What follows belongs to an exercise in optimizing a design on an open flow for small area, a short achievable clock period and few clock cycles per item; a production flow would make more cautious choices.
Where RTL was checked, it was by simulation tests only, not by an equivalence proof against the original.
The RTL of runs 1, 2, 5 and 6 was laid out without a check of its function.
Power and IR drop assume default switching activity.

==> flow/run.sh <==
#!/bin/bash
# The standard layout, except that the ports are buffered with buf_2 cells
# instead of the default delay-type buffer.  Each tool's output is in
# standard.log (make) and orfs/logs/.
export BUFFER_PORTS_ARGS="-buffer_cell sky130_fd_sc_hd__buf_2"
bash standard.sh > standard.log 2>&1
==> standard.sh <==
#!/bin/bash
# synth_recipe.tcl (not shown) runs the flow's synth.tcl, then flattens the netlist and writes it again
# the make line also repeats each setting of config.mk as NAME=value (left out here)
make -C /OpenROAD-flow-scripts/flow DESIGN_CONFIG=/design/flow/config.mk WORK_HOME=/design/flow/orfs CLKGATE_MAP_FILE= SYNTH_SCRIPT=/design/flow/synth_recipe.tcl "${@:-finish}"
==> config.mk <==
export PLATFORM = sky130hd
export DESIGN_NAME = ALU_16bit
export DESIGN_NICKNAME = ALU_16bit
export VERILOG_FILES = /design/flow/design.v
export SDC_FILE = /design/flow/constraint.sdc
export NUM_CORES = 4
export LEC_CHECK = 0
export ABC_AREA = 1
export CAP_MARGIN = 20
export CORE_MARGIN = 2
export CORE_UTILIZATION = 40
export SETUP_SLACK_MARGIN = 1.3
export SLEW_MARGIN = 20
==> constraint.sdc <==
create_clock -name core_clock -period 6.0 [get_ports {clk}]
set_input_delay 1.2000 -clock core_clock [delete_from_list [all_inputs] [get_ports {clk}]]
set_output_delay 1.2000 -clock core_clock [all_outputs]
set_load 0.01 [all_outputs]
==> design.v <==
`timescale 1ns / 1ps
module BkCarry #(parameter WIDTH = 17, parameter LOGW = 5) (
    input  [WIDTH-1:0] p,
    input  [WIDTH-1:0] g,
    input              ci,
    output [WIDTH-1:0] co
);
    integer i, j;
    reg [WIDTH-1:0] pp, gg;
    always @* begin
        pp = p;
        gg = g;
        gg[0] = g[0] | (p[0] & ci);
        for (i = 1; i <= LOGW; i = i + 1) begin
            for (j = 2**i - 1; j < WIDTH; j = j + 2**i) begin
                gg[j] = gg[j] | (pp[j] & gg[j - 2**(i-1)]);
                pp[j] = pp[j] & pp[j - 2**(i-1)];
            end
        end
        for (i = LOGW; i > 0; i = i - 1) begin
            for (j = 2**i + 2**(i-1) - 1; j < WIDTH; j = j + 2**i) begin
                gg[j] = gg[j] | (pp[j] & gg[j - 2**(i-1)]);
                pp[j] = pp[j] & pp[j - 2**(i-1)];
            end
        end
    end
    assign co = gg;
endmodule
`timescale 1ns / 1ps
module Lzc16 (
    input  [15:0] x,
    output [3:0]  n
);
    wire       z3 = ~|x[15:8];
    wire [7:0] y8 = z3 ? x[7:0] : x[15:8];
    wire       z2 = ~|y8[7:4];
    wire [3:0] y4 = z2 ? y8[3:0] : y8[7:4];
    wire       z1 = ~|y4[3:2];
    wire [1:0] y2 = z1 ? y4[1:0] : y4[3:2];
    wire       z0 = ~y2[1];
    assign n = {z3, z2, z1, z0};
endmodule
module PrefixOr16 (
    input  [15:0] x,
    output [15:0] y
);
    wire [15:0] l1 = x  | {x[14:0], 1'b0};
    wire [15:0] l2 = l1 | {l1[13:0], 2'b0};
    wire [15:0] l3 = l2 | {l2[11:0], 4'b0};
    assign y       = l3 | {l3[7:0], 8'b0};
endmodule
`timescale 1ns / 1ps
module ALU_16bit (
    input              clk,
    input              rst,
    input              start,
    input       [3:0]  op,
    input  signed [15:0] A,
    input  signed [15:0] B,
    output reg signed [15:0] Z_low,
    output     signed [15:0] Z_high,
    output reg         valid
);
    reg  [15:0] zh_r;
    reg         zh_ext;
    assign Z_high = zh_r | {16{zh_ext & Z_low[15]}};
    reg        s_mul;      
    reg        s_norm;     
    reg        s_iter;     
    reg        s_fix;      
    reg  [3:0] cnt;
    reg        d_one, d_two, d_neg;    
    reg        f_one, f_two, f_neg;    
    reg  [3:0] ca_r;       
    reg        npw_r;      
    wire idle   = ~(s_mul | s_norm | s_iter | s_fix);
    wire go     = start & idle;
    wire op_mul = (op == 4'b0010);
    wire op_div = (op == 4'b0011);
    wire sign_a = A[15];
    wire sign_b = B[15];
    wire sign_q = A[15] ^ B[15];
    reg  sa_r, sb_r, sq_r;
    wire dz     = ~|B;
    wire [15:0] xa = {A[14:0] ^ {15{sign_a}}, 1'b1};
    wire [15:0] xb = {B[14:0] ^ {15{sign_b}}, 1'b1};
    wire [3:0]  ca1, cb1;
    Lzc16 lza (.x(xa), .n(ca1));
    Lzc16 lzb (.x(xb), .n(cb1));
    wire        npw   = sign_a & ~|({A[14:0], 1'b0} & ~A);
    wire [5:0]  u_k   = {2'b00, cnt} - {2'b00, ca_r} + {5'd0, npw_r};    
    wire        triv  = u_k[5] | dz;                   
    wire        t_zero = A[15] & ~A[14] & (&B);
    wire [3:0]  u_ld  = u_k[3:0] | {4{t_zero}};        
    wire [16:0] a_ext  = {A, 1'b0};
    wire [1:0]  nxt_j  = s_mul ? {1'b1, ~cnt[1]} : 2'd1;
    wire [2:0]  trp_lo = a_ext[{nxt_j, 2'b00} +: 3];
    wire [2:0]  trp_hi = a_ext[{nxt_j, 2'b10} +: 3];
    wire n_one = trp_lo[1] ^ trp_lo[0];
    wire n_two = (trp_lo == 3'b011) | (trp_lo == 3'b100);
    wire n_neg = trp_lo[2] & ~(trp_lo[1] & trp_lo[0]);
    wire m_one = trp_hi[1] ^ trp_hi[0];
    wire m_two = (trp_hi == 3'b011) | (trp_hi == 3'b100);
    wire m_neg = trp_hi[2] & ~(trp_hi[1] & trp_hi[0]);
    wire        r_neg  = zh_r[15];                  
    wire        fix_sb = r_neg & sq_r;
    wire [19:0] ax = ({20{s_mul}}  & {{4{zh_r[15]}}, zh_r})
                   | ({20{s_iter}} & {{3{zh_r[15]}}, zh_r, Z_low[15]})
                   | ({20{s_fix}}  & ({{4{zh_r[15]}}, zh_r} ^ {20{sa_r}}))
                   | ({20{idle & A[1]}} & {{3{B[15]}}, B, 1'b0});
    wire e1   = (s_mul & d_one) | s_iter | (s_fix & r_neg) | (idle & A[0]);
    wire e2   = s_mul & d_two;
    wire inv  = (s_mul & d_neg) | (s_iter & ~(sb_r ^ r_neg)) | (s_fix & fix_sb);
    wire h1   = (s_mul & f_one) | (idle & A[2]);
    wire h2   = (s_mul & f_two) | (idle & A[3] & ~A[2]);
    wire hinv = (s_mul & f_neg) | (idle & A[3]);
    wire        mul_any = s_mul | idle;
    wire [17:0] by18 = (({18{e1}} & {{2{B[15]}}, B}) | ({18{e2}} & {B[15], B, 1'b0})) ^ {18{inv}};
    wire [19:0] by  = {{2{by18[17]}}, by18};
    wire [17:0] hy  = ((({18{h1}} & {{2{B[15]}}, B}) | ({18{h2}} & {B[15], B, 1'b0})) ^ {18{hinv}});
    wire [19:0] ty  = mul_any ? {hy, hinv, inv} : 20'd0;
    wire [19:0] cs_s = ax ^ by ^ ty;
    wire [19:0] cs_c = {(ax[18:0] & by[18:0]) | (ax[18:0] & ty[18:0]) | (by[18:0] & ty[18:0]),
                        (mul_any & hinv) | (s_fix & fix_sb)};
    wire        a_ci = mul_any ? hinv : (s_iter ? inv : sa_r);
    wire [20:0] s21 = {cs_s, 1'b1} + {cs_c, a_ci};
    wire [19:0] sum = s21[20:1];
    wire        sub  = op[0] | op[2];              
    wire [16:0] ae   = {A[15], A};
    wire [16:0] be   = {B[15], B} ^ {17{sub}};
    wire [16:0] ap   = ae ^ be;
    wire [16:0] ag   = ae & be;
    wire [16:0] aco;
    BkCarry #(.WIDTH(17), .LOGW(5)) acy (.p(ap), .g(ag), .ci(sub), .co(aco));
    wire [16:0] add  = ap ^ {aco[15:0], sub};
    wire        cn_on = s_norm ? sa_r : sq_r;        
    wire [15:0] zl_or;                                
    PrefixOr16 zpo (.x(Z_low), .y(zl_or));
    wire [15:0] zl_cn = Z_low ^ ({zl_or[14:0], 1'b0} & {16{cn_on}});
    wire        right  = op[0];                    
    wire [15:0] r_in   = s_norm ? zl_cn : A;
    wire [3:0]  s_neg  = 4'd0 - B[3:0];
    wire [3:0]  r_amt  = s_norm ? ~u_ld : (right ? s_neg : B[3:0]);
    wire [31:0] r_dbl  = {r_in, r_in} << r_amt;
    wire [15:0] rot    = r_dbl[31:16];
    wire [15:0] hmask  = 16'hFFFF << r_amt;        
    wire [15:0] shr_m  = 16'hFFFF >> B[3:0];
    wire        lt  = add[16];
    wire        eq  = &ap[15:0];
    wire        op_cmp = (op == 4'b0100);
    wire        op_log = (op[3:2] == 2'b01 & op[1:0] != 2'b00) | (op[3:1] == 3'b100);   
    wire        op_shl = (op == 4'b1010);
    wire        op_shr = (op == 4'b1011);
    wire        op_rot = (op[3:1] == 3'b110);
    wire        op_sum = (op[3:1] == 3'b000);                                          
    wire        g_t11 = (op == 4'b0110) | (op == 4'b1000);                      
    wire        g_t01 = (op == 4'b0101) | (op == 4'b1000) | (op == 4'b1001);   
    wire        g_t00 = (op == 4'b0101) | (op == 4'b0111);                      
    reg  [15:0] logic_r;
    integer li;
    always @(*)
        for (li = 0; li < 16; li = li + 1)
            logic_r[li] = A[li] ? (B[li] ? g_t11 : g_t01) : (B[li] ? g_t01 : g_t00);
    wire [15:0] sh_m  = ({16{op_shl}} & hmask) | ({16{op_shr}} & shr_m) | {16{op_rot}};
    wire [15:0] res   = ({16{op_sum}} & add[15:0])
                      | ({16{op_div}} & A)
                      | ({16{op_log}} & logic_r)
                      | (sh_m & rot)
                      | {{15{op_cmp & lt}}, op_cmp & (lt | ~eq)};
    wire take = ~sum[19];                 
    wire sel_mul  = s_mul | (idle & op_mul);
    wire sel_norm = s_norm;
    wire sel_iter = s_iter;
    wire sel_fix  = s_fix;
    wire sel_idle = idle & ~op_mul;
    always @(posedge clk or negedge rst) begin
        if (!rst) begin
            valid  <= 1'b0;
            s_mul  <= 1'b0;
            s_norm <= 1'b0;
            s_iter <= 1'b0;
            s_fix  <= 1'b0;
            cnt    <= 4'd0;
        end else begin
            valid <= 1'b0;
            if (go) begin
                if (op_mul) begin
                    s_mul <= 1'b1;
                    cnt   <= 4'd2;
                end else if (op_div) begin
                    s_norm <= 1'b1;
                    cnt    <= cb1;
                end else begin
                    valid <= 1'b1;
                end
            end
            if (s_mul) begin
                cnt <= cnt - 4'd1;
                if (cnt[1:0] == 2'd0) begin
                    s_mul <= 1'b0;
                    valid <= 1'b1;
                end
            end
            if (s_norm) begin
                s_norm <= 1'b0;
                cnt    <= u_ld;
                if (triv)
                    valid  <= 1'b1;
                else
                    s_iter <= 1'b1;
            end
            if (s_iter) begin
                cnt <= cnt - 4'd1;
                if (cnt[3:0] == 4'd0) begin
                    s_iter <= 1'b0;
                    if (sq_r | sa_r | ~take)
                        s_fix <= 1'b1;
                    else
                        valid <= 1'b1;
                end
            end
            if (s_fix) begin
                s_fix <= 1'b0;
                valid <= 1'b1;
            end
        end
    end
    always @(posedge clk) begin
        d_one <= n_one;
        d_two <= n_two;
        d_neg <= n_neg;
        f_one <= m_one;
        f_two <= m_two;
        f_neg <= m_neg;
        ca_r  <= ca1;
        npw_r <= npw;
        sa_r  <= sign_a;
        sb_r  <= sign_b;
        sq_r  <= sign_q;
        zh_r   <= ({16{sel_mul}}  & sum[19:4])
                | ({16{sel_norm}} & (triv ? A : (rot & ~hmask)))
                | ({16{sel_iter | sel_fix}} & sum[15:0])
                | ({16{sel_idle & op_div}} & A);
        zh_ext <= sel_idle & op_sum;
        Z_low  <= ({16{sel_mul}}  & {sum[3:0], Z_low[15:4]})
                | ({16{sel_norm}} & (triv ? {16{dz}} : (rot & hmask)))
                | ({16{sel_iter}} & {Z_low[14:0], take})
                | ({16{sel_fix}}  & zl_cn)
                | ({16{sel_idle}} & res);
    end
endmodule
==> flow_summary.toml, run 1 <==
[status]
status = "no timing/DRC/antenna violations"

[floorplan]
die_y_um = 166
dieArea_sq_um = 27700
fp-row-count = 59
start_util_pct = 40.6
die_w_um = 166
ios = 72
core_sq_um = 26000

[logic_synthesis]
syn_avg_cell_area_sq_um = 6.10
yosysTopAreaCell = "nand2_1"
synth-seq-cells = 56
syn_inst = 1727
syn_nets = 1849
synthTopCellsByCount = "nand2_1 (376), inv_1 (214), nand3_1 (200)"
synthArstFlopShare_pct = 16.1
synthFlopType = "dfxtp_1"
synth-edff-count = 0
syn_area_sq_um = 10500
synth_most_common_cell = "nand2_1"
synth_top_cell_area_share_pct = 13.4
seq_area_frac_synth_pct = 11.1
synth_area_leaders = "nand2_1 (13%), nand3_1 (9.5%), dfxtp_1 (8.9%), inv_1 (7.6%), xor2_1 (6.8%)"
synth-warning-count = 2
synth.distinct_cells = 57

[global_route]
grt_max_degree = 36
grt_pass1_wl_um = 70900
antenna_found_initial = 0
grt_usage_pct = 33.0
grt-ovfl-total = 0
grt_pass1_vias = 11907

[setup_path]
cp_slowest_cell = "fa_1"
crit_path_max_fanout = 15
crit_path_frequent_cell = "nand3_1"
crit_type = "register to register"
start_kind = "register"
critPathRequiredTime_ns = 6.21
worstReg2RegStart = "zh_r[15]$_DFF_P_"
crit_chain = "inv_1 > or2_1 > nand3_1 > nand3_1 > inv_4 > xor2_1 > fa_1 > fa_1 > nand3_1 > nand3_1 > nand3_1 > nand2_1 > nand3_1 > nand2_1 > a31oi_2 > o21bai_1 > or2_2 > nand3_1 > nand3_1"
slowest_delay_ns = 0.50
r2r_end = "zh_r[13]$_DFF_P_"
crit_arrival_ns = 4.79
worstSetupEndpointType = "register"
reg2reg_depth = 19
regToRegSetupSlack_ns = 1.43

[drt]
routedWlPerCell_um = 22.3
wl_um = 46400
viasPerCell = 6.03
firstDrtPassIters = 6
drc = 0
drt_iter0_markers = 1317
antenna_left = 0
vias = 12572

[final_layout]
n_antenna_cell = 0
layout-drive-gt1-share_pct = 11.5
fill_cells = 2852
utilization_pct = 43.5
finalNetCount = 1872
area_growth_pct = 7.12

[clock_tree]
numCtsBuffers = 5
hold_buffers = 0
clock-sinks = 56
cts_tree = "built"
clk_latency_ns = 0.33
cts-root-buf = "clkbuf_16"
cts_buffer_depth = 2
htreeDepth = 2
clk_pin_slew_ns = 0.09

[power]
ir_drop_mv = 0.416
total_power_uw = 6550
power_density_nw_per_um2 = 580
p_leak_uw = 0.00561

[sta]
slew_headroom_pct = 28.9
rsz0062_at_grt = "yes"
clock-skew-final_ns = 0.0150
drv_slew = 0
setup-tns-final_ns = 0
max_freq_mhz = 219
fin_crit_ns = 4.57
fin_ws_ns = 1.43
hold_violations = 0
layout_worst_path_cycle_share_pct = 76.2
max_slew.worst_pin.slew_ns = 1.07
whs_ns = 0.614
setup_viol = 0

[hold_path]
min-delay-start = "cnt[3]$_DFFE_PN0P_"
hold_path.class = "register to register"
hold_end = "cnt[3]$_DFFE_PN0P_"
hold_depth = 2

[placement]
hpwl_um = 37300
numPortBuffers = 71
place.gp.congestion = 0.996
dpl_worst_slack_ns = 0.741

[flow_run]
cap_violations = 0
## routing by layer
| metal | GRT usage (%) | routed length [um] | part of all wire [%] |
|---|---|---|---|
| met1 | 42.9 | 18700 | 40 |
| met3 | 5.27 | 4380 | 9.4 |
| met5 | 0 | 0 | 0 |
| met4 | 16.3 | 2510 | 5.4 |
| met2 | 53.3 | 20900 | 45 |
## worst max-delay path, delay by kind of cell, from the launching register on
kind | cells | cell delay (ns)
AND/OR/NAND/NOR | 12 | 1.95
AO/OA/AOI/OAI | 2 | 0.38
XOR/XNOR | 1 | 0.26
adder cells (fa/ha/maj) | 2 | 0.92
buffers and inverters | 2 | 0.53
flip-flops | 1 | 0.40
## worst max-delay path by stage
stage          slack [ns]        startpoint                to
3_5_place_dp         0.74              A[2]   valid$_DFF_PN0_
4_1_cts              1.31              A[1]  zh_r[13]$_DFF_P_
6_report             1.43  zh_r[15]$_DFF_P_  zh_r[13]$_DFF_P_
5_1_grt              1.25  zh_r[15]$_DFF_P_  zh_r[13]$_DFF_P_
3_3_place_gp         0.88              A[2]   s_fix$_DFF_PN0_
2_1_floorplan        1.51              A[2]  zh_r[13]$_DFF_P_
## cell type report
cell class	count	area [sq um]	area share (%)
clock buffer	5	125	1.11
clock inverter	3	23.8	0.211
inverter	239	911	8.07
multi-input combinational	1354	8110	71.9
sequential	56	1170	10.3
tap	335	419	3.71
timing repair buffer	94	531	4.70
## flip-flops by register name (all words and copies together), names as in the netlist, 4 cells and up
name	flops
Z_low	16
zh_r	16
ca_r	4
cnt	4
## cell families after synthesis
logic type	share of synthesized area, %
AND/OR/NAND/NOR	34.8
AO/OA/AOI/OAI	21.2
buffers and inverters	12.6
XOR/XNOR	8.23
adder cells (fa/ha/maj)	11.9
flip-flops	11.1
multiplexers	0.107
## through the flow
step | cell area, sq um | instances
6_report | 11300 | 2086
2_1_floorplan | 10500 | 1727
5_1_grt | 11300 | 2086
4_1_cts | 11200 | 2085
3_5_place_dp | 11000 | 2077
3_3_place_gp | 11000 | 2077
## layout by cell type, fill, tap and decap left out, drive strengths merged, types with 3 or more instances in the layout
master / count
o21ai: 120
or2: 5
dfrtp: 9
nand2: 392
nand3: 238
o21bai: 6
nor3: 14
o221ai: 13
a221oi: 3
a21o: 3
xnor2: 17
nor4: 4
clkinv: 7
nor2: 105
clkbuf: 6
o2111ai: 5
ha: 54
fa: 29
inv: 234
nand3b: 3
dfxtp: 47
nand4: 32
a31oi: 8
xor2: 82
o211ai: 8
a21oi: 117
a221o: 3
buf: 93
a211oi: 17
o22ai: 65
## report_power, final
| group | internal, uW | switching (uW) | leakage, uW |
|---|---|---|---|
| clock | 160 | 182 | 0.0000751 |
| sequential | 520 | 148 | 0.000505 |
| combinational | 1800 | 3740 | 0.00503 |
| total | 2480 | 4070 | 0.00561 |
## repair_timing
item	CTS	global route
setup buffers	0	1
resized for setup	6	14
pin swaps	0	1
endpoints found under the setup margin	7	21
==> run 2, diff against run 1 <==
--- a/design.v
+++ b/design.v
@@ -72,6 +72,5 @@
     reg        d_one, d_two, d_neg;    
     reg        f_one, f_two, f_neg;    
-    reg  [3:0] ca_r;       
-    reg        npw_r;      
+    reg        triv;       
     wire idle   = ~(s_mul | s_norm | s_iter | s_fix);
     wire go     = start & idle;
@@ -89,6 +88,6 @@
     Lzc16 lzb (.x(xb), .n(cb1));
     wire        npw   = sign_a & ~|({A[14:0], 1'b0} & ~A);
-    wire [5:0]  u_k   = {2'b00, cnt} - {2'b00, ca_r} + {5'd0, npw_r};    
-    wire        triv  = u_k[5] | dz;                   
+    wire [5:0]  u_k   = {2'b00, cb1} - {2'b00, ca1} + {5'd0, npw};       
+    wire        trivial = u_k[5];                      
     wire        t_zero = A[15] & ~A[14] & (&B);
     wire [3:0]  u_ld  = u_k[3:0] | {4{t_zero}};        
@@ -120,10 +119,7 @@
     wire [17:0] hy  = ((({18{h1}} & {{2{B[15]}}, B}) | ({18{h2}} & {B[15], B, 1'b0})) ^ {18{hinv}});
     wire [19:0] ty  = mul_any ? {hy, hinv, inv} : 20'd0;
-    wire [19:0] cs_s = ax ^ by ^ ty;
-    wire [19:0] cs_c = {(ax[18:0] & by[18:0]) | (ax[18:0] & ty[18:0]) | (by[18:0] & ty[18:0]),
-                        (mul_any & hinv) | (s_fix & fix_sb)};
     wire        a_ci = mul_any ? hinv : (s_iter ? inv : sa_r);
-    wire [20:0] s21 = {cs_s, 1'b1} + {cs_c, a_ci};
-    wire [19:0] sum = s21[20:1];
+    wire [19:0] c0  = {19'd0, (mul_any & hinv) | (s_fix & fix_sb)};
+    wire [19:0] sum = ax + by + ty + c0 + {19'd0, a_ci};
     wire        sub  = op[0] | op[2];              
     wire [16:0] ae   = {A[15], A};
@@ -141,5 +137,5 @@
     wire [15:0] r_in   = s_norm ? zl_cn : A;
     wire [3:0]  s_neg  = 4'd0 - B[3:0];
-    wire [3:0]  r_amt  = s_norm ? ~u_ld : (right ? s_neg : B[3:0]);
+    wire [3:0]  r_amt  = s_norm ? ~cnt : (right ? s_neg : B[3:0]);
     wire [31:0] r_dbl  = {r_in, r_in} << r_amt;
     wire [15:0] rot    = r_dbl[31:16];
@@ -190,5 +186,5 @@
                 end else if (op_div) begin
                     s_norm <= 1'b1;
-                    cnt    <= cb1;
+                    cnt    <= u_ld;
                 end else begin
                     valid <= 1'b1;
@@ -204,5 +200,4 @@
             if (s_norm) begin
                 s_norm <= 1'b0;
-                cnt    <= u_ld;
                 if (triv)
                     valid  <= 1'b1;
@@ -233,6 +228,5 @@
         f_two <= m_two;
         f_neg <= m_neg;
-        ca_r  <= ca1;
-        npw_r <= npw;
+        triv  <= trivial | dz;
         sa_r  <= sign_a;
         sb_r  <= sign_b;
==> run 2 against run 1 <==
- sequential cell count fell by 4
- critical path depth stayed put
- fmax fell by 1.2%
- total power increased by 0.39%
- register-to-register slack gained 0.03 ns
==> flow_summary.toml, run 2 <==
[status]
status = "no timing/DRC/antenna violations"

[global_route]
grt_pass1_vias = 11053
grt_max_degree = 33
grt_usage_pct = 35.1
grt_pass1_wl_um = 69500
grt-ovfl-total = 0
antenna_found_initial = 0

[floorplan]
fp-row-count = 57
die_y_um = 162
ios = 72
die_w_um = 162
core_sq_um = 24300
dieArea_sq_um = 26100
start_util_pct = 40.8

[sta]
max_slew.worst_pin.slew_ns = 0.996
slew_headroom_pct = 33.6
max_freq_mhz = 216
setup-tns-final_ns = 0
setup_viol = 0
clock-skew-final_ns = 0.00841
hold_violations = 0
whs_ns = 0.633
rsz0062_at_grt = "yes"
drv_slew = 0
fin_crit_ns = 4.63
layout_worst_path_cycle_share_pct = 77.1

[logic_synthesis]
synth-edff-count = 0
syn_inst = 1632
synth-seq-cells = 52
synthFlopType = "dfxtp_1"
synth_most_common_cell = "nand2_1"
synth_area_leaders = "nand2_1 (13%), nand3_1 (11%), dfxtp_1 (8.7%), inv_1 (7.0%), ha_1 (6.7%)"
synth_top_cell_area_share_pct = 12.7
synthTopCellsByCount = "nand2_1 (335), nand3_1 (223), inv_1 (184)"
syn_avg_cell_area_sq_um = 6.08
syn_nets = 1754
yosysTopAreaCell = "nand2_1"
synthArstFlopShare_pct = 17.3
synth-warning-count = 2
syn_area_sq_um = 9930
seq_area_frac_synth_pct = 10.9
synth.distinct_cells = 57

[power]
p_leak_uw = 0.00531
p_sw_uw = 3950
power_frac_seq_pct = 10.0
switching_share_pct = 60.1
combPwrFrac_pct = 85.1
internal_power_uw = 2620
power_density_nw_per_um2 = 592
clockPowerShare_pct = 4.9
ir_drop_mv = 0.349

[setup_path]
crit_path_max_fanout = 5
start_kind = "primary input"
crit_type = "primary input to register"
crit_arrival_ns = 4.89
reg2reg_depth = 21
worstSetupEndpointType = "register"
critPathRequiredTime_ns = 6.26

[clock_tree]
hold_buffers = 0
cts_buffer_depth = 2
numCtsBuffers = 5
clk_latency_ns = 0.32
htreeDepth = 2
cts-root-buf = "clkbuf_16"
clk_pin_slew_ns = 0.08
cts_tree = "built"
clock-sinks = 52

[drt]
antenna_left = 0
drt_iter0_markers = 1584
wl_um = 46900
drc = 0
viasPerCell = 6.10
vias = 12282
routedWlPerCell_um = 23.3
firstDrtPassIters = 5

[final_layout]
finalNetCount = 1811
layout-drive-gt1-share_pct = 13.2
fill_cells = 2632
post-route-cell-area_sq_um = 11100
layout_common_cells = "nand2_1 (335), nand3_1 (221), inv_1 (178)"
top_regs = "Z_low (16), zh_r (16), cnt (4)"
final_common_cell = "nand2_1"
utilization_pct = 45.6
area_growth_pct = 11.8

[placement]
numPortBuffers = 71
place_area_sq_um = 10500
place.gp.congestion = 1.04
hpwl_um = 37100

[hold_path]
hold_path.class = "register to register"
hold_depth = 3

[flow_run]
cap_violations = 0
-- run 2: worst paths after layout --
| path | from | endpoint | slack, ns |
|---|---|---|---|
| min | sq_r$_DFF_P_ | valid$_DFF_PN0_ | 0.63 |
| min in group asynchronous | rst | cnt[3]$_DFFE_PN0P_ | 0.74 |
| max | A[0] | Z_low[0]$_DFF_P_ | 1.37 |
| max reg2reg | s_iter$_DFF_PN0_ | Z_low[0]$_DFF_P_ | 1.46 |
| max in group asynchronous | rst | s_mul$_DFF_PN0_ | 5.02 |
| min reg2reg | sq_r$_DFF_P_ | valid$_DFF_PN0_ | 0.63 |
-- run 2: timing repair --
action	4_1_cts	5_1_grt
cloned	0	1
pin swaps	2	12
setup endpoints to repair	12	22
resized for setup	15	49
buffers inserted	12	18
-- run 2: layer usage --
layer / routed length, um / track usage [%] / part of all wire (%) / vias up
met4: 2370 / 15.7 / 5.1 / 0
li1: - / - / - / 5670
met1: 19800 / 49.0 / 42 / 5760
met3: 4570 / 4.98 / 9.8 / 121
met5: 0 / 0 / 0 / -
met2: 20100 / 53.7 / 43 / 731
-- run 2: cell families after synthesis --
logic type | count (synthesis) | share of synthesized area (%)
AO/OA/AOI/OAI | 388 | 23.7
XOR/XNOR | 99 | 8.81
adder cells (fa/ha/maj) | 83 | 12.7
buffers and inverters | 286 | 11.6
flip-flops | 52 | 10.9
multiplexers | 1 | 0.113
AND/OR/NAND/NOR | 723 | 32.1
-- run 2: cell type report --
type                    count  area [sq um]  share of cell area, %
repair buffers            121           739                   6.66
diodes                      1          2.50                 0.0225
clock inverters             3          27.5                  0.248
multi-input cells        1295          7870                   70.9
well taps                 324           405                   3.65
inverters                 214           840                   7.56
flip-flops and latches     52          1090                   9.80
clock buffers               5           125                   1.13
-- run 2: power groups by stage --
stage	clock, uW	combinational, uW	sequential [uW]
6_report	323	5590	657
5_1_grt	331	6080	667
4_1_cts	324	5180	646
3_5_place_dp	0	5010	655
3_3_place_gp	0	5010	655
2_1_floorplan	0	3430	620
-- run 2: worst max-delay path: stages --
cell and delay, ns:
clkbuf_4 0.17, clkinvlp_4 0.15, o21ai_4 0.22, buf_4 0.15, nand2_1 0.08, o21ai_0 0.13, xor2_1 0.25, buf_4 0.17
fa_1 0.47, ha_2 0.42, nand2_1 0.12, nor4_4 0.33, nand4_1 0.13, nand3_1 0.18, xor2_2 0.29, nand2_1 0.12
o211ai_1 0.14, a21oi_1 0.07, nand2_1 0.09
-- run 2: metrics by stage --
step | setup WS (ns) | power (uW) | cells
finish | 1.37 | 6570 | 2015
CTS | 1.27 | 6150 | 1994
detailed placement | 0.414 | 5660 | 1974
floorplan | 1.33 | 4050 | 1632
global route | 1.22 | 7080 | 2014
global placement | 0.413 | 5670 | 1974
==> run 3, diff against run 2 <==
--- a/design.v
+++ b/design.v
@@ -118,5 +118,5 @@
     wire [19:0] by  = {{2{by18[17]}}, by18};
     wire [17:0] hy  = ((({18{h1}} & {{2{B[15]}}, B}) | ({18{h2}} & {B[15], B, 1'b0})) ^ {18{hinv}});
-    wire [19:0] ty  = mul_any ? {hy, hinv, inv} : 20'd0;
+    wire [19:0] ty  = {hy, hinv, mul_any & inv};
     wire        a_ci = mul_any ? hinv : (s_iter ? inv : sa_r);
     wire [19:0] c0  = {19'd0, (mul_any & hinv) | (s_fix & fix_sb)};
==> run 3 against run 2 <==
- sequential share of layout area grew 0.15 points
- largest cell class unchanged
- critical path depth shrank 4
- worst hold slack lost 0.0015 ns
- clock skew shrank 0.0012 ns
- non-clock buffer count shrank 15
- design area shrank 1.5%
- clock-buffer cell count is the same
- total power shrank 7.3%
- clock power shrank 4%
- largest power group unchanged
==> flow_summary.toml, run 3 <==
[status]
status = "no timing/DRC/antenna violations"

[sta]
clock-skew-final_ns = 0.00723
fin_crit_ns = 4.59
rsz0062_at_grt = "yes"
hold_violations = 0
fin_ws_ns = 1.41
layout_worst_path_cycle_share_pct = 76.5
max_freq_mhz = 218
max_slew.worst_pin.slew_ns = 1.01
setup_viol = 0
setup-tns-final_ns = 0
slew_headroom_pct = 32.6
drv_slew = 0

[power]
switching_share_pct = 60.2
ir_drop_mv = 0.319
p_leak_uw = 0.00523
power_frac_seq_pct = 11.0
p_sw_uw = 3670
clockPowerShare_pct = 5.1
internal_power_uw = 2420
power_density_nw_per_um2 = 557
combPwrFrac_pct = 83.9

[clock_tree]
cts_tree = "built"
clock-sinks = 52
cts-root-buf = "clkbuf_16"
clk_pin_slew_ns = 0.08
htreeDepth = 2
cts_buffer_depth = 2
clk_latency_ns = 0.31
numCtsBuffers = 5

[placement]
numPortBuffers = 71
place.gp.congestion = 1.03
hpwl_um = 37300
dpl_worst_slack_ns = 0.771

[logic_synthesis]
syn_inst = 1633
synth.distinct_cells = 59
synth-seq-cells = 52
synthFlopType = "dfxtp_1"
syn_area_sq_um = 9980
synth_area_leaders = "nand2_1 (12%), nand3_1 (11%), dfxtp_1 (8.6%), inv_1 (7.7%), xor2_1 (6.8%)"
syn_avg_cell_area_sq_um = 6.11
synthTopCellsByCount = "nand2_1 (316), nand3_1 (226), inv_1 (205)"
seq_area_frac_synth_pct = 10.9
synthArstFlopShare_pct = 17.3
synth_top_cell_area_share_pct = 11.9
yosysTopAreaCell = "nand2_1"
synth-warning-count = 2
syn_nets = 1755
synth-edff-count = 0
synth_most_common_cell = "nand2_1"

[setup_path]
worstReg2RegStart = "s_fix$_DFF_PN0_"
critPathRequiredTime_ns = 6.20
r2r_end = "zh_r[14]$_DFF_P_"
start_kind = "primary input"
reg2reg_depth = 21
crit_type = "primary input to register"
crit_arrival_ns = 4.79
crit_path_max_fanout = 23
regToRegSetupSlack_ns = 1.50
worstSetupEndpointType = "register"

[drt]
routedWlPerCell_um = 23.7
viasPerCell = 6.09
drt_iter0_markers = 1859
drc = 0
vias = 12153
firstDrtPassIters = 6
antenna_left = 0
wl_um = 47300

[floorplan]
start_util_pct = 40.9
fp-row-count = 57
ios = 72
die_y_um = 162
core_sq_um = 24400
dieArea_sq_um = 26200
die_w_um = 162

[global_route]
grt-ovfl-total = 0
grt_max_degree = 33
grt_usage_pct = 35.1
grt_pass1_vias = 10998
grt_pass1_wl_um = 69500
antenna_found_initial = 0

[final_layout]
fill_cells = 2676
n_antenna_cell = 0
final_common_cell = "nand2_1"
top_regs = "Z_low (16), zh_r (16), cnt (4)"
layout-drive-gt1-share_pct = 11.2
area_growth_pct = 9.50
layout_common_cells = "nand2_1 (313), nand3_1 (226), inv_1 (199)"
finalNetCount = 1791

[hold_path]
hold_end = "s_iter$_DFF_PN0_"
hold_depth = 2
min-delay-start = "cnt[3]$_DFFE_PN0P_"
hold_path.class = "register to register"

[flow_run]
cap_violations = 0
==> run 3: cell types whose count changed in the layout (fill, tap and decap cells not counted), sizes merged, moves of 6 or more <==
| cell | before | now |
|---|---|---|
| a211oi | 13 | 19 |
| nand2 | 339 | 316 |
| clkinvlp | 10 | 4 |
| nor2 | 104 | 96 |
| inv | 198 | 218 |
| buf | 119 | 105 |
| a21oi | 120 | 111 |
==> run 3: how the worst max path moves through the flow <==
stage / start / endpoint / slack, ns / cells after the start
after floorplan: A[3] / zh_r[14]$_DFF_P_ / 1.33 / 19
after global placement: B[15] / cnt[1]$_DFFE_PN0P_ / 0.81 / 22
after detailed placement: A[0] / zh_r[15]$_DFF_P_ / 0.77 / 19
after CTS: B[15] / cnt[1]$_DFFE_PN0P_ / 1.30 / 22
after global routing: A[14] / cnt[1]$_DFFE_PN0P_ / 1.28 / 18
final: B[0] / Z_low[12]$_DFF_P_ / 1.41 / 15
==> run 3: cells by family after synthesis <==
logic type / after synthesis / synth area share (%)
xor+xnor: 104 / 9.13
buf+inv: 308 / 12.5
mux: 1 / 0.113
simple gates: 695 / 30.8
flops: 52 / 10.9
compound gates: 390 / 23.9
fa+ha+maj: 83 / 12.7
==> run 3: power by group through the flow <==
stage | Combinational (uW) | Sequential [uW] | Clock, uW
after CTS | 4850 | 656 | 306
after detailed placement | 4820 | 664 | 0
after global placement | 4800 | 663 | 0
after floorplan | 3480 | 626 | 0
after global routing | 5610 | 680 | 316
final | 5110 | 669 | 310
==> run 3: area by class of cell <==
cell class                 instances  area, sq um  share of cell area [%]
clock inverter                     3         18.8                   0.172
multi-input combinational       1273         7750                    71.0
timing repair buffer             106          649                    5.94
sequential                        52         1090                    9.95
inverter                         231          888                    8.13
tap                              324          405                    3.71
clock buffer                       5          125                    1.14
==> run 3: per-stage QoR <==
step           hold WS, ns  utilization [%]  instances  instance area (sq um)  power, uW
5_1_grt              0.651             44.8       1994                  10900       6610
3_3_place_gp         0.604             43.2       1976                  10500       5460
2_1_floorplan        0.520                -       1633                   9980       4110
6_report             0.632             44.8       1994                  10900       6090
4_1_cts              0.611             43.9       1984                  10700       5810
3_5_place_dp         0.594             43.3       1976                  10600       5480
==> run 3: worst max-delay path, stage by stage <==
cell	delay, ns
buf_2	0.09
clkinv_1	0.37
ha_1	0.49
ha_1	0.33
o211ai_2	0.09
o21ai_2	0.41
inv_2	0.46
nor2_1	0.48
nand2_1	0.15
inv_1	0.14
o211ai_1	0.13
nand3_1	0.16
nand2_1	0.06
nand2_1	0.10
nand3_1	0.09
==> run 3: timing repair <==
| item | CTS | global route |
|---|---|---|
| hold buffers | 0 | 0 |
| resized for setup | 6 | 37 |
| endpoints found under the setup margin | 14 | 17 |
| setup buffers | 0 | 10 |
| pin swaps | 0 | 4 |
==> run 3: metal layers <==
layer	vias to the layer above	share of wire (%)	wire length (um)	GRT usage (%)
li1	5646	-	-	-
met1	5663	42	19800	48.3
met2	718	43	20200	53.4
met3	126	9.8	4640	6.33
met4	0	5.6	2640	16.5
met5	-	0	0	0
Testbench counts of run 3, summed over its fixed seeds: cycles 36,454, items 24,000.
==> run 4, diff against run 3 <==
--- a/config.mk
+++ b/config.mk
@@ -10,4 +10,4 @@
 export CORE_MARGIN = 2
 export CORE_UTILIZATION = 40
-export SETUP_SLACK_MARGIN = 1.3
+export SETUP_SLACK_MARGIN = 1.6
 export SLEW_MARGIN = 20
==> run 4 against run 3 <==
- worst hold slack better by 0.0066 ns
- clock power increased by about 20%
- total power grew 16%
- design area is 6.1% higher
- sequential share of layout area is 0.57 points lower
- first-iteration DRC count fell by 12%
- fmax is 6.4% higher
- critical path depth up 3
- synthesized area stayed put
- sequential power is essentially flat
- largest power group unchanged
==> flow_summary.toml, run 4 <==
[power]
p_leak_uw = 0.00539
p_sw_uw = 4140
switching_share_pct = 58.5
ir_drop_mv = 0.397
clockPowerShare_pct = 5.3
combPwrFrac_pct = 85.3
internal_power_uw = 2940
power_frac_seq_pct = 9.4
power_density_nw_per_um2 = 610
total_power_uw = 7070

[sta]
max_freq_mhz = 232
fin_crit_ns = 4.32
setup-tns-final_ns = 0
drv_slew = 0
whs_ns = 0.638
layout_worst_path_cycle_share_pct = 71.9
slew_headroom_pct = 32.7
max_slew.worst_pin.slew_ns = 0.995
setup_viol = 0
clock-skew-final_ns = 0.0151
hold_violations = 0
rsz0062_at_grt = "yes"

[logic_synthesis]
synth-compound-area-share_pct = 23.9
syn_nets = 1755
synthTopCellsByCount = "nand2_1 (316), nand3_1 (226), inv_1 (205)"
synthFlopType = "dfxtp_1"
synth_most_common_cell = "nand2_1"
synth-seq-cells = 52
synth.distinct_cells = 59
synth-warning-count = 2
synth-simple-area-share_pct = 30.8
synth-xor-area-share_pct = 9.13
muxShareOfSynthArea_pct = 0.113
syn_avg_cell_area_sq_um = 6.11
yosysTopAreaCell = "nand2_1"
synth_area_leaders = "nand2_1 (12%), nand3_1 (11%), dfxtp_1 (8.6%), inv_1 (7.7%), xor2_1 (6.8%)"
synth_top_cell_area_share_pct = 11.9
synth_top_family_by_area = "simple AND/OR/NAND/NOR gates"
synthAdderAreaFrac_pct = 12.7
synthArstFlopShare_pct = 17.3
syn_area_sq_um = 9980
synth-edff-count = 0
seq_area_frac_synth_pct = 10.9
syn_inst = 1633

[global_route]
busiest_layer = "met2"
grt_use_met1_pct = 46.2
grt_pass1_wl_um = 69000
grt_pass1_vias = 11291
grt-ovfl-total = 0
grt_use_met3_pct = 7.05
grt_max_degree = 33
grt_usage_pct = 34.7
antenna_found_initial = 0
met2_usage_pct = 53.6

[hold_path]
min-delay-start = "sq_r$_DFF_P_"
hold_path.class = "register to register"

[drt]
firstDrtPassIters = 6
wl_um = 46800
viasPerCell = 6.11
routedWlPerCell_um = 23.3
antenna_left = 0
drt_iter0_markers = 1636
drc = 0
vias = 12295

[placement]
place_area_sq_um = 10500
place.gp.congestion = 1.07
numPortBuffers = 71
hpwl_um = 35700

[floorplan]
core_sq_um = 24400
die_y_um = 162
fp-row-count = 57
ios = 72
die_w_um = 162
dieArea_sq_um = 26200
start_util_pct = 40.9

[final_layout]
multiInputGateArea_sq_um = 8160
finalNetCount = 1810
regArea_sq_um = 1090
top_regs = "Z_low (16), zh_r (16), cnt (4)"
layout_common_cells = "nand2_1 (307), nand3_1 (223), inv_1 (195)"
final_common_cell = "nand2_1"
area_growth_pct = 16.2
n_antenna_cell = 0
layout-drive-gt1-share_pct = 15.9
post-route-cell-area_sq_um = 11600
fill_cells = 2620

[setup_path]
worstSetupEndpointType = "register"
slowest_delay_ns = 0.54
cpLargestDelayFamily = "compound AO/OA/AOI/OAI gates"
crit_type = "register to register"
worstReg2RegStart = "s_fix$_DFF_PN0_"
cp_slowest_cell = "fa_1"
crit_chain = "nor2_4 > inv_6 > nor3_4 > buf_4 > nand2_2 > o21ai_4 > inv_8 > buf_4 > xor2_1 > fa_1 > inv_1 > ha_2 > a21oi_2 > o21ai_0 > a21oi_1 > o21ai_0 > xnor2_1 > o2111ai_2"
start_kind = "register"
crit_arrival_ns = 4.49
cp_num_buf_inv = 5
critPathRequiredTime_ns = 6.17
crit_path_max_fanout = 15
crit_path_start = "s_fix$_DFF_PN0_"

[clock_tree]
numCtsBuffers = 5
clock-sinks = 52
htreeDepth = 2
clk_pin_slew_ns = 0.09
cts_tree = "built"
hold_buffers = 0
cts-root-buf = "clkbuf_16"
clk_latency_ns = 0.32
cts_buffer_depth = 2

[status]
status = "no timing/DRC/antenna violations"

[flow_run]
cap_violations = 0
[run 4: what timing repair did]
action | 4_1_cts | 5_1_grt
hold endpoints to repair | 0 | 0
setup buffers | 8 | 26
setup endpoints to repair | 27 | 22
resized for setup | 34 | 117
pin swaps | 2 | 26
[run 4: final cells by class]
cell class | instances | share of cell area, %
Clock inverter | 3 | 0.399
Timing Repair Buffer | 125 | 7.28
Tap cell | 324 | 3.50
Multi-Input combinational cell | 1273 | 70.4
Clock buffer | 5 | 1.08
Sequential cell | 52 | 9.37
Inverter | 231 | 8.00
[run 4: worst paths after layout]
kind | endpoint | slack [ns] | cells after the start
min in group asynchronous | s_fix$_DFF_PN0_ | 0.75 | 1
min | valid$_DFF_PN0_ | 0.64 | 3
max in group asynchronous | s_mul$_DFF_PN0_ | 4.98 | 1
min reg2reg | valid$_DFF_PN0_ | 0.64 | 3
max reg2reg | zh_r[13]$_DFF_P_ | 1.68 | 18
max | zh_r[13]$_DFF_P_ | 1.68 | 18
[run 4: worst min-delay path: stages, from the launching register on]
cell and delay (ns):
dfxtp_1 0.33, inv_1 0.10, nand3_2 0.11, o21ai_1 0.07
[run 4: cell families (layout without fill, tap and decap cells)]
family | after synthesis | in the layout
flip-flops | 52 | 52
adder cells (fa/ha/maj) | 83 | 83
XOR/XNOR | 104 | 104
AND/OR/NAND/NOR | 695 | 695
buffers and inverters | 308 | 364
multiplexers | 1 | 1
AO/OA/AOI/OAI | 390 | 390
[run 4: layer usage]
layer	share of wire, %	vias to the layer above
met5	0	-
met4	5.9	0
met3	10	147
met2	43	708
met1	41	5759
li1	-	5681
[run 4: stage by stage]
stage                     setup WS [ns]  instances  util [%]
after global routing               1.51       2013      47.6
after detailed placement          0.660       1971      43.2
final                              1.68       2013      47.6
after floorplan                    1.60       1633         -
after global placement            0.765       1971      43.2
after CTS                          1.56       1987      44.6
[run 4: power by group through the flow]
stage / Sequential [uW] / Clock (uW) / Combinational [uW]
5_1_grt: 675 / 375 / 6560
6_report: 666 / 371 / 6030
2_1_floorplan: 626 / 0 / 3500
4_1_cts: 657 / 368 / 4990
3_3_place_gp: 663 / 0 / 4880
3_5_place_dp: 665 / 0 / 4880
==> run 5, diff against run 4 <==
--- a/design.v
+++ b/design.v
@@ -23,4 +23,32 @@
                 pp[j] = pp[j] & pp[j - 2**(i-1)];
             end
+        end
+    end
+    assign co = gg;
+endmodule
+module SkCarry #(parameter WIDTH = 21, parameter LOGW = 5) (
+    input  [WIDTH-1:0] p,
+    input  [WIDTH-1:0] g,
+    input              ci,
+    output [WIDTH-1:0] co
+);
+    integer i, l, j;
+    reg [WIDTH-1:0] pp, gg, pn, gn;
+    always @* begin
+        pp = p;
+        gg = g;
+        gg[0] = g[0] | (p[0] & ci);
+        for (l = 0; l < LOGW; l = l + 1) begin
+            pn = pp;
+            gn = gg;
+            for (i = 0; i < WIDTH; i = i + 1) begin
+                if ((i >> l) & 1) begin
+                    j = ((i >> l) << l) - 1;
+                    gn[i] = gg[i] | (pp[i] & gg[j]);
+                    pn[i] = pp[i] & pp[j];
+                end
+            end
+            pp = pn;
+            gg = gn;
         end
     end
@@ -118,8 +146,14 @@
     wire [19:0] by  = {{2{by18[17]}}, by18};
     wire [17:0] hy  = ((({18{h1}} & {{2{B[15]}}, B}) | ({18{h2}} & {B[15], B, 1'b0})) ^ {18{hinv}});
-    wire [19:0] ty  = {hy, hinv, mul_any & inv};
+    wire [19:0] ty  = mul_any ? {hy, hinv, inv} : 20'd0;
+    wire [19:0] cs_s = ax ^ by ^ ty;
+    wire [19:0] cs_c = {(ax[18:0] & by[18:0]) | (ax[18:0] & ty[18:0]) | (by[18:0] & ty[18:0]),
+                        (mul_any & hinv) | (s_fix & fix_sb)};
     wire        a_ci = mul_any ? hinv : (s_iter ? inv : sa_r);
-    wire [19:0] c0  = {19'd0, (mul_any & hinv) | (s_fix & fix_sb)};
-    wire [19:0] sum = ax + by + ty + c0 + {19'd0, a_ci};
+    wire [19:0] ip  = cs_s ^ cs_c;
+    wire [19:0] ig  = cs_s & cs_c;
+    wire [19:0] ico;
+    SkCarry #(.WIDTH(20), .LOGW(5)) icy (.p(ip), .g(ig), .ci(a_ci), .co(ico));
+    wire [19:0] sum = ip ^ {ico[18:0], a_ci};
     wire        sub  = op[0] | op[2];              
     wire [16:0] ae   = {A[15], A};
--- a/config.mk
+++ b/config.mk
@@ -10,4 +10,4 @@
 export CORE_MARGIN = 2
 export CORE_UTILIZATION = 40
-export SETUP_SLACK_MARGIN = 1.6
+export SETUP_SLACK_MARGIN = 1.3
 export SLEW_MARGIN = 20
==> run 5 against run 4 <==
- sequential power is 3.3% lower
- final cell count decreased by 0.65%
- combinational power down 18%
- still clean
- clock skew fell by 0.0054 ns
- critical path depth is 2 lower
- global-route usage shrank 0.35 points
- largest power group unchanged
- wire length fell by 2.2%
- sequential share of layout area is 0.56 points higher
- register-to-register slack worse by 0.29 ns
- design area fell by 5.2%
==> flow_summary.toml, run 5 <==
[setup_path]
cp_num_buf_inv = 4
crit_type = "primary input to register"
cpLargestDelayFamily = "adder cells"
crit_path_start = "B[7]"
worstSetupEndpointType = "register"
slowest_delay_ns = 0.54
reg2reg_depth = 22
crit_arrival_ns = 4.83
crit_end = "zh_r[12]$_DFF_P_"
cp_num_cells = 16
worstReg2RegStart = "s_iter$_DFF_PN0_"
cp_slowest_cell = "fa_1"
critPathRequiredTime_ns = 6.20
start_kind = "primary input"
r2r_end = "zh_r[12]$_DFF_P_"
regToRegSetupSlack_ns = 1.39
crit_chain = "buf_2 > clkinv_1 > o22ai_1 > xor2_1 > fa_1 > inv_1 > ha_1 > a21o_1 > a21oi_1 > o21bai_1 > a31oi_1 > nand2_2 > inv_2 > fa_1 > o22ai_1 > nand3b_1"
crit_path_max_fanout = 8

[final_layout]
post-route-cell-area_sq_um = 11000
regArea_sq_um = 1090
finalNetCount = 1797
area_growth_pct = 12.3
final_cells = 2000
final_common_cell = "nand2_1"
fill_cells = 2653
layout_common_cells = "nand2_1 (338), nand3_1 (226), inv_1 (192)"
multiInputGateArea_sq_um = 7690
top_regs = "Z_low (16), zh_r (16), cnt (4)"
layout-drive-gt1-share_pct = 12.6

[floorplan]
die_w_um = 160
fp-row-count = 57
ios = 72
core_sq_um = 24200
dieArea_sq_um = 25700
start_util_pct = 40.5
die_y_um = 160

[logic_synthesis]
syn_area_sq_um = 9790
synth_top_family_by_area = "simple AND/OR/NAND/NOR gates"
syn_nets = 1747
synthTopCellsByCount = "nand2_1 (341), nand3_1 (227), inv_1 (201)"
synthFlopType = "dfxtp_1"
synth_most_common_cell = "nand2_1"
seq_area_frac_synth_pct = 11.1
synth-seq-cells = 52
synth.distinct_cells = 54
muxShareOfSynthArea_pct = 0.115
synth-xor-area-share_pct = 8.23
synthAdderAreaFrac_pct = 13.6
synth_top_cell_area_share_pct = 13.1
yosysTopAreaCell = "nand2_1"
synth-edff-count = 0
synth-simple-area-share_pct = 32.5
synth-warning-count = 3
synth-compound-area-share_pct = 22.0
syn_avg_cell_area_sq_um = 6.04
syn_inst = 1622
synth_area_leaders = "nand2_1 (13%), nand3_1 (12%), dfxtp_1 (8.8%), inv_1 (7.7%), fa_1 (7.0%)"
synthArstFlopShare_pct = 17.3

[clock_tree]
hold_buffers = 0
cts_buffer_depth = 2
clk_pin_slew_ns = 0.08
clk_latency_ns = 0.31
cts-root-buf = "clkbuf_16"
htreeDepth = 2
clock-sinks = 52
cts_tree = "built"
numCtsBuffers = 5

[placement]
numPortBuffers = 71
dp.cells = 1966
place.gp.congestion = 1.03
place_area_sq_um = 10400
hpwl_um = 36500

[global_route]
grt_max_degree = 34
antenna_found_initial = 2
grt_usage_pct = 34.3
grt-ovfl-total = 0
grt_pass1_wl_um = 67100
grt_pass1_vias = 10854

[sta]
layout_worst_path_cycle_share_pct = 77.2
rsz0062_at_grt = "yes"
max_slew.worst_pin.slew_ns = 0.882
drv_slew = 0
hold_violations = 0
max_freq_mhz = 216
setup-tns-final_ns = 0
clock-skew-final_ns = 0.00965
slew_headroom_pct = 41.2
setup_viol = 0
fin_crit_ns = 4.63

[hold_path]
min-delay-start = "s_fix$_DFF_PN0_"
hold_path.class = "register to register"

[drt]
viasPerCell = 5.96
vias = 11919
firstDrtPassIters = 6
antenna_left = 0
drc = 0
wl_um = 45800
routedWlPerCell_um = 22.9
drt_iter0_markers = 1504

[power]
p_leak_uw = 0.00533
ir_drop_mv = 0.287
power_density_nw_per_um2 = 545

[status]
status = "no timing/DRC/antenna violations"

[flow_run]
cap_violations = 0
==> run 5: cell count changes in the layout (fill, tap and decap cells not counted), moves of 8 or more <==
| cell | delta |
|---|---|
| ha_1 | +13 |
| o21ai_1 | -10 |
| nand2_1 | +31 |
| a21oi_2 | -10 |
| buf_2 | +8 |
| a21oi_1 | +8 |
| ha_4 | -10 |
| nand4_1 | -11 |
| nor2_1 | +10 |
==> run 5: how the worst min path moves through the flow <==
stage | end | cells past startpoint
floorplan | s_iter$_DFF_PN0_ | 2
global placement | s_iter$_DFF_PN0_ | 2
detailed placement | cnt[0]$_DFFE_PN0P_ | 2
CTS | s_fix$_DFF_PN0_ | 3
global route | valid$_DFF_PN0_ | 2
finish | valid$_DFF_PN0_ | 2
==> run 5: worst register-to-register path: cells and delay by family (launching register included) <==
kind / cells / cell delay [ns]
fa+ha+maj: 3 / 1.41
compound gates: 7 / 1.03
buf+inv: 5 / 0.56
xor+xnor: 1 / 0.12
flops: 1 / 0.44
simple gates: 6 / 0.92
==> run 5: metal layers <==
metal	GRT usage, %	part of all wire, %	vias up
li1	-	-	5580
met1	45.3	41	5520
met2	53.4	44	706
met3	5.71	9.3	113
met4	19.2	5.9	0
met5	0	0	-
==> run 5: cell families after synthesis <==
logic type                 Yosys count
and+or+nand+nor                    728
AOI/OAI and AO/OA                  362
buffers and inverters              301
xor gates and xnor gates            92
adders and majority gates           86
DFF                                 52
muxes                                1
==> run 5: timing repair <==
action,in CTS,in global routing
gates cloned,0,0
setup buffers,7,16
resized for setup,22,42
pin swaps,7,15
endpoints found under the setup margin,20,17
==> run 5: per-stage QoR <==
stage	utilization, %	worst slack, ns	total power [uW]	hold WS, ns
final	45.5	1.37	5990	0.626
after global routing	45.4	1.25	6490	0.635
after CTS	44.2	1.29	5650	0.618
after detailed placement	43.0	0.640	5180	0.606
after global placement	43.0	0.706	5170	0.587
after floorplan	-	1.31	3870	0.520
==> run 5: cell type report <==
type,instances,area share (%)
inverters,225,7.99
clock buffers,7,1.40
diodes,3,0.0683
well taps,324,3.69
repair buffers,119,6.73
clock inverters,1,0.273
multi-input cells,1269,69.9
flip-flops and latches,52,9.93
==> run 5: report_power, final <==
part | switching, uW | internal [uW]
Combinational | 3170 | 1800
Clock | 158 | 224
Sequential | 148 | 496
Total | 3470 | 2520
==> run 6, diff against run 5 <==
--- a/design.v
+++ b/design.v
@@ -27,5 +27,5 @@
     assign co = gg;
 endmodule
-module SkCarry #(parameter WIDTH = 21, parameter LOGW = 5) (
+module KsCarry #(parameter WIDTH = 20, parameter LOGW = 5) (
     input  [WIDTH-1:0] p,
     input  [WIDTH-1:0] g,
@@ -33,5 +33,5 @@
     output [WIDTH-1:0] co
 );
-    integer i, l, j;
+    integer i, l;
     reg [WIDTH-1:0] pp, gg, pn, gn;
     always @* begin
@@ -43,8 +43,7 @@
             gn = gg;
             for (i = 0; i < WIDTH; i = i + 1) begin
-                if ((i >> l) & 1) begin
-                    j = ((i >> l) << l) - 1;
-                    gn[i] = gg[i] | (pp[i] & gg[j]);
-                    pn[i] = pp[i] & pp[j];
+                if (i >= (1 << l)) begin
+                    gn[i] = gg[i] | (pp[i] & gg[i - (1 << l)]);
+                    pn[i] = pp[i] & pp[i - (1 << l)];
                 end
             end
@@ -154,5 +153,5 @@
     wire [19:0] ig  = cs_s & cs_c;
     wire [19:0] ico;
-    SkCarry #(.WIDTH(20), .LOGW(5)) icy (.p(ip), .g(ig), .ci(a_ci), .co(ico));
+    KsCarry #(.WIDTH(20), .LOGW(5)) icy (.p(ip), .g(ig), .ci(a_ci), .co(ico));
     wire [19:0] sum = ip ^ {ico[18:0], a_ci};
     wire        sub  = op[0] | op[2];              
==> run 6 against run 5 <==
- combinational power rose by 4.0%
- sequential share of layout area down 0.24 points
- via count grew 4.7%
- clock power down 11%
==> flow_summary.toml, run 6 <==
[placement]
hpwl_um = 38200
place.gp.congestion = 1.02
place_area_sq_um = 10800
numPortBuffers = 71

[floorplan]
start_util_pct = 40.8
fp-row-count = 58
dieArea_sq_um = 27000
die_w_um = 164
die_y_um = 164
ios = 72
core_sq_um = 25300

[global_route]
grt_max_degree = 34
grt_pass1_vias = 11139
antenna_found_initial = 0
grt_usage_pct = 35.1
grt_pass1_wl_um = 70900
grt-ovfl-total = 0

[logic_synthesis]
synthFlopType = "dfxtp_1"
syn_avg_cell_area_sq_um = 6.05
syn_inst = 1700
synthAdderAreaFrac_pct = 12.3
syn_area_sq_um = 10300
yosysTopAreaCell = "nand2_1"
synth_area_leaders = "nand2_1 (15%), nand3_1 (11%), dfxtp_1 (8.4%), inv_1 (7.5%), xor2_1 (6.7%)"
synth-warning-count = 3
syn_nets = 1822
synth_most_common_cell = "nand2_1"
synthArstFlopShare_pct = 17.3
synthTopCellsByCount = "nand2_1 (401), nand3_1 (236), inv_1 (206)"
muxShareOfSynthArea_pct = 0.109
synth-edff-count = 0
synth_top_family_by_area = "simple AND/OR/NAND/NOR gates"
synth.distinct_cells = 62
synth-simple-area-share_pct = 35.1
seq_area_frac_synth_pct = 10.6
synth_top_cell_area_share_pct = 14.6
synth-xor-area-share_pct = 8.77
synth-compound-area-share_pct = 20.7
synth-seq-cells = 52

[flow_run]
cap_violations = 0

[sta]
setup-tns-final_ns = 0
fin_crit_ns = 4.52
slew_headroom_pct = 30.3
max_slew.worst_pin.slew_ns = 1.04
max_freq_mhz = 221
rsz0062_at_grt = "yes"
hold_violations = 0
layout_worst_path_cycle_share_pct = 75.3
setup_viol = 0
clock-skew-final_ns = 0.00509
drv_slew = 0

[status]
status = "no timing/DRC/antenna violations"

[clock_tree]
hold_buffers = 0
cts_tree = "built"
clk_pin_slew_ns = 0.08
numCtsBuffers = 5
clock-sinks = 52
clk_latency_ns = 0.30
htreeDepth = 2
cts_buffer_depth = 2
cts-root-buf = "clkbuf_16"

[setup_path]
r2r_end = "zh_r[14]$_DFF_P_"
critPathRequiredTime_ns = 6.16
crit_path_max_fanout = 10
reg2reg_depth = 21
regToRegSetupSlack_ns = 1.48
start_kind = "primary input"
crit_arrival_ns = 4.67
worstSetupEndpointType = "register"
worstReg2RegStart = "s_fix$_DFF_PN0_"
crit_type = "primary input to register"

[final_layout]
final_common_cell = "nand2_1"
layout-drive-gt1-share_pct = 12.1
n_antenna_cell = 0
top_regs = "Z_low (16), zh_r (16), cnt (4)"
post-route-cell-area_sq_um = 11300
layout_common_cells = "nand2_1 (400), nand3_1 (236), inv_1 (201)"
area_growth_pct = 9.51
finalNetCount = 1862

[drt]
viasPerCell = 6.02
antenna_left = 0
vias = 12474
routedWlPerCell_um = 23.2
wl_um = 48100
drc = 0
firstDrtPassIters = 5
drt_iter0_markers = 1556

[hold_path]
hold_end = "s_iter$_DFF_PN0_"
min-delay-start = "cnt[3]$_DFFE_PN0P_"
hold_path.class = "register to register"
hold_depth = 2

[power]
clockPowerShare_pct = 5.5
p_leak_uw = 0.00557
ir_drop_mv = 0.360
power_density_nw_per_um2 = 547
combPwrFrac_pct = 83.8
switching_share_pct = 60.5
internal_power_uw = 2440
power_frac_seq_pct = 10.7
p_sw_uw = 3730
run 6: changes by cell type after synthesis, moves of 6 or more:
cell | before | now
o21ai_0 | 86 | 70
nor2_2 | 3 | 10
xor2_1 | 70 | 79
a21oi_1 | 109 | 91
o21ai_1 | 14 | 8
nand3_2 | 0 | 8
nand3_1 | 227 | 236
nand2_1 | 341 | 401
run 6: routing by layer:
metal  up-vias  wire [um]  global-route usage (%)
li1       5798          -                       -
met1      5833      21000                    50.3
met2       717      20600                    54.0
met3       126       4250                    4.70
met4         0       2250                    12.2
met5         -          0                       0
run 6: power groups by stage:
stage	combinational [uW]	clock, uW	sequential [uW]
global route	5600	343	671
floorplan	3330	0	614
detailed placement	4800	0	669
CTS	4840	335	663
finish	5170	338	658
global placement	4880	0	669
run 6: kinds of logic after synthesis:
logic type	Yosys count
adders and majority gates	83
AOI/OAI and AO/OA	334
xor gates and xnor gates	103
muxes	1
and+or+nand+nor	814
buffers and inverters	313
DFF	52
run 6: stage by stage:
step / utilization (%) / total power [uW] / setup slack [ns] / instances / hold slack, ns
final: 44.6 / 6170 / 1.48 / 2071 / 0.605
after global routing: 44.6 / 6620 / 1.27 / 2071 / 0.638
after CTS: 43.6 / 5840 / 1.31 / 2052 / 0.596
after detailed placement: 42.8 / 5470 / 0.698 / 2043 / 0.580
after global placement: 42.8 / 5550 / 0.778 / 2043 / 0.576
after floorplan: - / 3940 / 1.53 / 1700 / 0.520
run 6: area by class of cell:
cell class / instances / area (sq um)
timing repair buffer: 109 / 682
multi-input combinational: 1335 / 8000
timing repair inverter: 1 / 5.00
clock inverter: 2 / 35.0
sequential: 52 / 1090
inverter: 236 / 913
tap: 330 / 413
fill: 2788 / 14000
clock buffer: 6 / 129
run 6: what timing repair did:
action,in CTS,in global routing
setup endpoints to repair,12,17
gates resized for setup,11,31
pin swaps,0,4
buffers inserted,0,19
gates cloned,1,0
run 6: how the worst max path moves through the flow:
stage	from	end	depth (start not counted)
CTS	A[3]	s_fix$_DFF_PN0_	21
floorplan	A[2]	s_fix$_DFF_PN0_	20
global placement	A[2]	zh_r[12]$_DFF_P_	20
global route	s_fix$_DFF_PN0_	valid$_DFF_PN0_	24
detailed placement	A[2]	zh_r[12]$_DFF_P_	20
finish	A[0]	zh_r[14]$_DFF_P_	19
run 6: critical path, stage by stage:
cell and delay, ns:
buf_2 0.23, inv_1 0.09, o21ai_1 0.21, inv_2 0.13, buf_4 0.18, nand2_1 0.06, nand2_1 0.10, xor2_2 0.32
inv_1 0.11, fa_1 0.40, ha_1 0.38, nand2_1 0.12, nor2_1 0.05, inv_1 0.07, a21oi_1 0.04, a2111oi_0 0.30
nand3_1 0.17, o21ai_0 0.36, nand4_1 0.14

-- afterwards: timing with drivers on the ports --
Ports are ideal in the flow. The routed layouts listed here were re-timed in OpenROAD. Step 1: set_driving_cell puts a clkbuf_16 on clk and a buf_2 on each other input, an assumption about the parent block. Step 2 adds t to the input delays and takes it off the output delays; t is the mean of the earliest and latest rising clock arrival at the registers after step 1. Input paths then give back, and output paths get back, about the clock's delay inside the block. Slacks: ideal / step 1 / step 2; pairs: ideal / step 1.
run | shift t [ns] | slack for setup (ns) | slew at the worst register clock pin (ns) | pins driven straight from the clock port
run 1 | 0.371 | 1.426 / 1.426 / 1.102 | 0.09 / 0.09 | 1
run 2 | 0.358 | 1.372 / 1.391 / 1.033 | 0.08 / 0.08 | 1
run 3 | 0.363 | 1.407 / 1.441 / 1.077 | 0.08 / 0.08 | 1
run 4 | 0.364 | 1.683 / 1.683 / 1.350 | 0.09 / 0.09 | 1
run 5 | 0.354 | 1.371 / 1.390 / 1.036 | 0.08 / 0.08 | 1
run 6 | 0.340 | 1.483 / 1.485 / 1.155 | 0.08 / 0.08 | 1
After both steps setup and hold are still met in every run listed. The setup slack of run 2, which loses most, moves by +0.019 ns with the drivers and by -0.339 ns with both steps.
